Background: an optimization exercise with open tools, aiming at small area, a short achievable clock period and few clock cycles per item. Do not read the settings as production practice.
RTL that was checked went through simulation tests only; none was proved equivalent to the original.

Setup of exp/raven:
==> module gcd_coprocessor, before the edit <==
module gcd_coprocessor #( parameter W = 16 ) (
  input clk,
  input reset,
  input operands_val,
  input [W-1:0] operands_bits_A,
  input [W-1:0] operands_bits_B,
  output operands_rdy,
  output result_val,
  output [W-1:0] result_bits,
  input result_rdy
);
  function [3:0] ctz(input [W-1:0] v);
    integer i;
    begin
      ctz = 4'd0;
      for (i = W - 1; i >= 0; i = i - 1)
        if (v[i]) ctz = i;
    end
  endfunction
  reg [W-1:0] A, B;
  reg [3:0]   k;       
  reg         fin;     
  reg         busy;
  wire [W-1:0] xab = A ^ B;
  wire eq   = ~|xab;
  wire bz   = ~|B;
  wire kz   = (k == 4'd0);
  wire stop = eq | fin;
  wire done = busy & stop & kz;
  assign result_val   = done;
  assign result_bits  = A;
  assign operands_rdy = ~busy | (done & result_rdy);
  wire load = operands_val & operands_rdy;
  wire both_even = ~A[0] & ~B[0];
  wire         sub = B[0] | bz;
  wire [W:0]   d = {1'b0, A} - {1'b0, B};
  wire         neg = d[W];
  wire [W-1:0] y = sub ? xab : B;         
  wire [3:0]   tz = ctz(y);
  wire         big = tz[3];               
  wire [2:0]   s = both_even ? 3'd1 : (big ? 3'd7 : tz[2:0]);
  wire [W-1:0] f = d[W-1:0] ^ {W{neg}};   
  wire [W-1:0] g = sub ? f : B;
  wire [W-1:0] bnext = (g >> s) | {{(W-1){1'b0}}, sub & neg};
  wire flip = sub & neg & big;
  wire swap = B[0] & (~A[0] | ~neg | big);
  always @(posedge clk or posedge reset) begin
    if (reset) begin
      busy <= 1'b0;
    end else if (load) begin
      busy <= 1'b1;
    end else if (done & result_rdy) begin
      busy <= 1'b0;
    end
  end
  wire a_load = load;
  wire a_shl  = ~load & busy & stop & ~kz;
  wire a_shr  = ~load & busy & ~stop & both_even;
  wire a_swp  = ~load & busy & ~stop & ~both_even & swap;
  wire a_hold = ~(a_load | a_shl | a_shr | a_swp);
  wire b_new  = ~load & busy & ~stop;
  wire b_hold = ~(load | b_new);
  wire [W-1:0] anext = ({W{a_load}} & operands_bits_A) | ({W{a_shl}} & (A << 1))
                     | ({W{a_shr}} & (A >> 1)) | ({W{a_swp}} & B) | ({W{a_hold}} & A);
  wire [W-1:0] bnext2 = ({W{load}} & operands_bits_B) | ({W{b_new & ~flip}} & bnext)
                      | ({W{b_new & flip}} & A) | ({W{b_hold}} & B);
  wire k_dec = a_shl;
  wire k_inc = a_shr;
  wire [3:0] knext = ({4{k_dec}} & (k - 4'd1)) | ({4{k_inc}} & (k + 4'd1))
                   | ({4{~load & ~k_dec & ~k_inc}} & k);
  wire finnext = ~load & (fin | a_shl);
  always @(posedge clk) begin
    A <= anext;
    B <= bnext2;
    k   <= knext;
    fin <= finnext;
  end
endmodule
==> flow/config.mk <==
export PLATFORM = sky130hd
export DESIGN_NAME = gcd_coprocessor
export DESIGN_NICKNAME = gcd_coprocessor
export VERILOG_FILES = /design/flow/design.v
export SDC_FILE = /design/flow/constraint.sdc
export NUM_CORES = 4
export LEC_CHECK = 0
export ABC_AREA = 1
export CAP_MARGIN = 20
export CELL_PAD_IN_SITES_DETAIL_PLACEMENT = 0
export CELL_PAD_IN_SITES_GLOBAL_PLACEMENT = 1
export CORE_AREA = 5 5 115 115
export DIE_AREA = 0 0 120 120
export PLACE_DENSITY = 0.5
export SETUP_SLACK_MARGIN = 1.3
export SLEW_MARGIN = 20
export TNS_END_PERCENT = 5
==> flow/constraint.sdc <==
create_clock -name core_clock -period 5.0 [get_ports {clk}]
set_input_delay 1.0000 -clock core_clock [delete_from_list [all_inputs] [get_ports {clk}]]
set_output_delay 1.0000 -clock core_clock [all_outputs]
set_load 0.01 [all_outputs]
standard.sh (not shown) runs the stock make flow with config.mk's settings and CLKGATE_MAP_FILE= SYNTH_SCRIPT=/design/flow/synth_recipe.tcl, a recipe that flattens the netlist after the stock synthesis.
==> flow/flow/run.sh <==
#!/bin/bash
# The standard layout (the standard.sh on all ORFS steps), with the port
# buffers that global placement inserts made the smallest buffer cell
# (sky130_fd_sc_hd__buf_1) instead of the delay buffer buffer_ports picks by
# itself. Every input and output port still gets its own buffer.
set -euo pipefail
export BUFFER_PORTS_ARGS="-buffer_cell sky130_fd_sc_hd__buf_1"
bash standard.sh > run_standard.log 2>&1
Inputs modified between exp/raven and exp/willow:
-- flow/design.v --
<<< exp/raven, line 37
  wire         neg = d[W];
  wire [W-1:0] y = sub ? xab : B;         
  wire [3:0]   tz = ctz(y);
  wire         big = tz[3];               
  wire [2:0]   s = both_even ? 3'd1 : (big ? 3'd7 : tz[2:0]);
  wire [W-1:0] f = d[W-1:0] ^ {W{neg}};   
  wire [W-1:0] g = sub ? f : B;
  wire [W-1:0] bnext = (g >> s) | {{(W-1){1'b0}}, sub & neg};
  wire flip = sub & neg & big;
  wire swap = B[0] & (~A[0] | ~neg | big);
  always @(posedge clk or posedge reset) begin
    if (reset) begin
>>> exp/willow, line 37
  wire         neg = d[W];
  wire [W-1:0] y = sub ? xab : B;         
  wire [3:0]   s = both_even ? 4'd1 : ctz(y);
  wire [W-1:0] f = d[W-1:0] ^ {W{neg}};   
  wire [W-1:0] g = sub ? f : B;
  wire [W-1:0] bnext = (g >> s) | {{(W-1){1'b0}}, sub & neg};
  wire swap = B[0] & (~A[0] | ~neg);
  always @(posedge clk or posedge reset) begin
    if (reset) begin
<<< exp/raven, line 63
  wire [W-1:0] anext = ({W{a_load}} & operands_bits_A) | ({W{a_shl}} & (A << 1))
                     | ({W{a_shr}} & (A >> 1)) | ({W{a_swp}} & B) | ({W{a_hold}} & A);
  wire [W-1:0] bnext2 = ({W{load}} & operands_bits_B) | ({W{b_new & ~flip}} & bnext)
                      | ({W{b_new & flip}} & A) | ({W{b_hold}} & B);
  wire k_dec = a_shl;
  wire k_inc = a_shr;
>>> exp/willow, line 60
  wire [W-1:0] anext = ({W{a_load}} & operands_bits_A) | ({W{a_shl}} & (A << 1))
                     | ({W{a_shr}} & (A >> 1)) | ({W{a_swp}} & B) | ({W{a_hold}} & A);
  wire [W-1:0] bnext2 = ({W{load}} & operands_bits_B) | ({W{b_new}} & bnext) | ({W{b_hold}} & B);
  wire k_dec = a_shl;
  wire k_inc = a_shr;
- Row required time of the critical path: exp/willow lower / exp/raven higher
- When exp/willow is measured against exp/raven, its non-clock buffer count turns out 8 lower.
- Summary of exp/willow over exp/raven: maximum frequency now larger, slew at the pin with the worst max-slew slack now smaller, worst path buffer plus inverter count now smaller, total placed cells including tap cells now larger.
- [exp/willow] global routing met1 resource utilization fell 3.7 points relative to exp/raven
- There was hardly any difference in utilization between exp/willow and exp/raven.
- exp/raven → exp/willow: part of the cycle the worst path needs shrank by 3.0 points, number of different library cells in the post-synthesis netlist shrank by 2.2%.
Testbench counts of exp/willow, summed over its fixed seeds: cycles 6,282, items 512.
No functional check of the RTL was part of exp/raven.

-- what the ideal ports hide --
The flow's constraints put no driver on any port. The routed layouts listed below were extracted and timed again, unchanged, in two steps.
Step 1 (the two cells are an assumption about what drives the block):
set clk [get_ports {clk}]
set_driving_cell -lib_cell sky130_fd_sc_hd__clkbuf_16 $clk
set_driving_cell -lib_cell sky130_fd_sc_hd__buf_2 [delete_from_list [all_inputs] $clk]
Step 2 adds t to the input delays and takes it off the output delays; t is the mean of the earliest and latest rising clock arrival at the registers after step 1. Input paths then give back, and output paths get back, about the clock's delay inside the block.
Three values: ideal, step 1, step 2; two values: the first two.
| run | t (ns) | setup slack, ns | worst slew at a driven data input, ns |
|---|---|---|---|
| exp/raven | 0.324 | 1.384 / 1.361 / 1.384 | 0.04 |
| exp/willow | 0.316 | 1.536 / 1.502 / 1.547 | 0.04 |
After both steps every run listed still meets setup and hold.
